This is an optimization exercise on Yosys and OpenROAD, whose aim is small area, not a production implementation. Where RTL was checked, it was by simulation tests only, not by an equivalence proof against the original. No activity file was given, so power comes from the tool's default toggle rates.

north:
// flash_bus_controller
module flash_bus_controller #(
	parameter PERIOD			= 8,
	parameter NUM_OF_CHIPS 			= 4,
	parameter OP_WIDTH			= 5,
	parameter BUS_ADDR_WIDTH		= 40,
	parameter LENGTH_WIDTH			= 15
)
(
	input 	i_clk,
	input 	i_rst,
	output reg				o_busy,		 
	input 	[OP_WIDTH-1:0] 			i_operation,	 
	input 	[log2(NUM_OF_CHIPS)-1:0]	i_chip,		 
	input 	[BUS_ADDR_WIDTH-1:0] 		i_addr,		 
	input 	[LENGTH_WIDTH-1:0]		i_length,	 
	input 					i_start,	 
        output  [LENGTH_WIDTH-1:0]              o_sample_count,  
        output	[NUM_OF_CHIPS-1:0] 		o_chip_ready,	 
	output	[NUM_OF_CHIPS-1:0] 		o_chip_result,	 
	output	[NUM_OF_CHIPS-1:0] 		o_chip_exists,	 
        input [15:0] i_adc_sample_fifo_data,
        input        i_adc_sample_fifo_almost_empty,
        input        i_adc_sample_fifo_empty,
        output       o_adc_sample_fifo_re,
        input        i_adc_sample_fifo_valid,
	output [12:0] o_wr_buffer_addr,
  ...
For scale: about 760 cells after synthesis, about 200 I/O pins, about 7800 µm² of cells after synthesis.
clock: 8.0 ns
lec_check: 0
cap_margin: 20
core_margin: 2
core_utilization: 40
slew_margin: 20
standard.sh (not shown) runs the stock make flow with config.mk's settings and CLKGATE_MAP_FILE= SYNTH_SCRIPT=/design/flow/synth_recipe.tcl, a recipe that flattens the netlist after the stock synthesis.
==> flow/flow/run.sh <==
#!/bin/bash
# Own layout flow: the standard synthesis unchanged; its combinational
# cells re-mapped for area (flip-flops untouched, equivalence proved); then
# the standard ORFS steps with minimum-size port buffers and a CTS without
# dummy loads. If a layout attempt fails (e.g. a routing fault), the layout
# is redone from the floorplan at a lower utilization.
set -uo pipefail
WORK=$(pwd)
R=$WORK/orfs/results/$FLOW_PLATFORM/flash_bus_controller/base
mkdir -p "$WORK/resyn_logs"
bash standard.sh synth > synth_tool.log 2>&1 || exit 1
bash flow/resyn.sh "$R" "$WORK/resyn_logs" > resyn_tool.log 2>&1 || exit 1
n=0
for util in 65 58 50 45; do
  n=$((n+1))
  if bash standard.sh \
      "CORE_UTILIZATION=$util" \
      "BUFFER_PORTS_ARGS=-buffer_cell sky130_fd_sc_hd__buf_1" \
      "CTS_ARGS=-sink_clustering_enable -repair_clock_nets -dont_use_dummy_load -buf_list {sky130_fd_sc_hd__clkbuf_4 sky130_fd_sc_hd__clkbuf_8}" \
      finish > layout_tool_try$n.log 2>&1; then
    exit 0
  fi
  # keep the failed attempt's logs, then clear every result after synthesis
  mkdir -p "$WORK/failed_try$n"
  cp -r "$WORK/orfs/logs" "$WORK/failed_try$n/" 2>/dev/null || true
  find "$R" -maxdepth 1 -name '[2-6]_*' -exec rm -rf {} +
  rm -f "$R/route.guide" "$R/updated_clks.sdc" "$R/clock_period.txt.bak" "$WORK/out/final.def"
  find "$WORK/orfs/logs/$FLOW_PLATFORM/flash_bus_controller/base" -maxdepth 1 -name '[2-6]_*' -exec rm -f {} +
  find "$WORK/orfs/reports/$FLOW_PLATFORM/flash_bus_controller/base" -maxdepth 1 -name '[2-6]_*' -exec rm -f {} +
done
exit 1
Other scripts of this flow, unchanged in this note and not shown: flow/flow/abc1.script, flow/flow/abc2.script, flow/flow/cutff.py, flow/flow/resyn.sh
Changes in south relative to north:
--- a/flow/design.v
+++ b/flow/design.v
@@ -68,19 +68,17 @@
 	reg [3:0]  cnt;            
 	reg [3:0]  op;             
 	reg [1:0]  chip;
 	reg [39:0] addr;
 	reg [2:0]  ab;             
 	reg [13:0] hi;             
 	reg        b0;             
 	reg        l0;             
-	reg [1:0]  cc;             
 	reg [1:0]  so;             
-	reg        rs;             
 	reg [3:0]  ready, result, exists;
 	reg [14:0] scount;
 	reg        adc_re;
 	reg [13:0] wra;
 	reg [12:0] rda;
 	reg [15:0] rdd;
 	reg        rdwe;
 	reg [7:0]  bin;
@@ -104,23 +102,23 @@
 	wire [14:0] bc_m1 = bc - 15'd1;
 	wire        bc_is1 = (hi == 14'd0) & b0;
 	wire end6  = (cnt == 4'd5);
 	wire end8  = (cnt == 4'd7);
 	wire end9  = (cnt == 4'd8);
 	wire end13 = (cnt == 4'd12);
 	wire endrst = (cnt == 4'd7) & (hi == 14'd0);
 	wire [3:0] dec = 4'b0001 << chip;
+	wire [1:0] nc  = op_rs ? chip : chip + 2'd1;
 	wire [7:0] abyte = (ab == 3'd5) ? addr[7:0]   :
 	                   (ab == 3'd4) ? addr[15:8]  :
 	                   (ab == 3'd3) ? addr[23:16] :
 	                   (ab == 3'd2) ? addr[31:24] : addr[39:32];
 	reg [3:0]  state_n, cnt_n, op_n;
-	reg [1:0]  chip_n, cc_n, so_n;
-	reg        rs_n;
+	reg [1:0]  chip_n, so_n;
 	reg [2:0]  ab_n;
 	reg [13:0] hi_n;
 	reg        b0_n, l0_n;
 	reg [3:0]  ready_n, result_n, exists_n;
 	reg [14:0] scount_n;
 	reg        adc_re_n;
 	reg [13:0] wra_n;
 	reg [12:0] rda_n;
@@ -128,19 +126,17 @@
 	reg        rdwe_n;
 	reg [7:0]  dout_n;
 	reg        wra_step;
 	always @* begin
 		state_n  = state;
 		cnt_n    = cnt + 4'd1;
 		op_n     = op;
 		chip_n   = chip;
-		cc_n     = cc;
 		so_n     = so;
-		rs_n     = rs;
 		ab_n     = ab;
 		hi_n     = hi;
 		b0_n     = b0;
 		l0_n     = l0;
 		ready_n  = ready;
 		result_n = result;
 		exists_n = exists;
 		scount_n = scount;
@@ -152,42 +148,41 @@
 		rdd_n[7:0]  = (b0 & ~fresh) ? bin : rdd[7:0];
 		rdwe_n   = 1'b0;
 		dout_n   = 8'h00;
 		o_busy   = 1'b1;
 		case (state)
 		S_RESET: begin
 			if (cnt == 4'd15)
 				hi_n = hi - 14'd1;
+			chip_n = 2'd3;
+			op_n   = 4'd2;
 			if (endrst) begin
 				ready_n = 4'hF;
 				cnt_n   = 4'd0;
 				state_n = S_SU0;
 			end
 		end
 		S_SU0: begin
 			cnt_n = 4'd0;
-			op_n  = 4'd0;
 			if (so == 2'd3) begin
 				state_n = S_IDLE;
-			end else if (ready[cc]) begin
-				rs_n    = 1'b0;
+			end else if (ready[nc]) begin
 				state_n = S_SU1;
 			end else begin
-				rs_n    = 1'b1;
-				chip_n  = cc;
-				state_n = rs ? S_RSTAT : S_CMD0;
+				op_n    = 4'd0;
+				chip_n  = nc;
+				state_n = op_rs ? S_RSTAT : S_CMD0;
 			end
 		end
 		S_SU1: begin
 			cnt_n   = 4'd0;
 			op_n    = (so == 2'd0) ? 4'd2 : (so == 2'd1) ? 4'd3 : 4'd10;
-			chip_n  = cc;
-			cc_n    = cc + 2'd1;
-			if (cc == 2'd3)
+			chip_n  = nc;
+			if (nc == 2'd3)
 				so_n = so + 2'd1;
 			state_n = S_CMD0;
 		end
 		S_IDLE: begin
 			cnt_n  = 4'd0;
 			o_busy = 1'b0;
 			op_n   = {i_operation[3] | i_operation[4], i_operation[2] | i_operation[4], i_operation[1:0]};
 			chip_n = i_chip;
@@ -334,19 +329,17 @@
 	end
 	always @(posedge i_clk or posedge i_rst) begin
 		if (i_rst) begin
 			state  <= S_RESET;
 			cnt    <= 4'd0;
 			hi     <= 14'd7812;
 			b0     <= 1'b0;
 			l0     <= 1'b0;
-			cc     <= 2'd0;
 			so     <= 2'd0;
-			rs     <= 1'b0;
 			ready  <= 4'd0;
 			result <= 4'd0;
 			exists <= 4'd0;
 			scount <= 15'd0;
 			adc_re <= 1'b0;
 			wra    <= 14'd0;
 			rda    <= 13'd0;
 			rdd    <= 16'd0;
@@ -357,19 +350,17 @@
 			wd     <= 1'b1;
 			act    <= 1'b1;
 		end else begin
 			state  <= state_n;
 			cnt    <= cnt_n;
 			hi     <= hi_n;
 			b0     <= b0_n;
 			l0     <= l0_n;
-			cc     <= cc_n;
 			so     <= so_n;
-			rs     <= rs_n;
 			ready  <= ready_n;
 			result <= result_n;
 			exists <= exists_n;
 			scount <= scount_n;
 			adc_re <= adc_re_n;
 			wra    <= wra_n;
 			rda    <= rda_n;
 			rdd    <= rdd_n;
- Note that the combinational power recorded for south amounts to 24 times the value seen in north.
- Status: ratio of cells with drive above 1 in the final layout parity (south, north)
- south against north; synthesized cell count is down slightly.
- Layout overhead on the synthesized area was higher in south than in north.
- south against north: count of buffers not belonging to the clock network in the layout grew by 1; switching part of the total power now larger; first-pass GRT wire length shows an increase of 410 µm; share of the cycle needed by the critical path after routing went down.
- As of south, placer's final routability congestion estimate had risen slightly compared to north.
Only the layout flow was run in north; the RTL was not checked for function there.

## re-timing with driven ports
The flow's constraints put no driver on any port. The routed layouts listed below were extracted and timed again, unchanged, in two steps. Step 1, drivers: a clkbuf_16 drives i_clk and a buf_2 each remaining input, both assumed. Step 2 times the ports against the registers' clock, not the clock port: input delays grow and output delays shrink by t, the midpoint of the rising clock arrivals with the driver on. Three values: no drivers, after step 1, after step 2; two values: the first two.
run	t (ns)	setup slack, ns	hold WS [ns]	worst setup path at the end	worst slew at a driven data input, ns
north	0.479	2.690 / 2.652 / 3.069	0.475 / 0.475 / 0.475	input to register	0.04
south	0.478	2.999 / 2.960 / 3.438	0.458 / 0.458 / 0.458	register to output	0.06
After both steps every run listed still meets setup and hold.
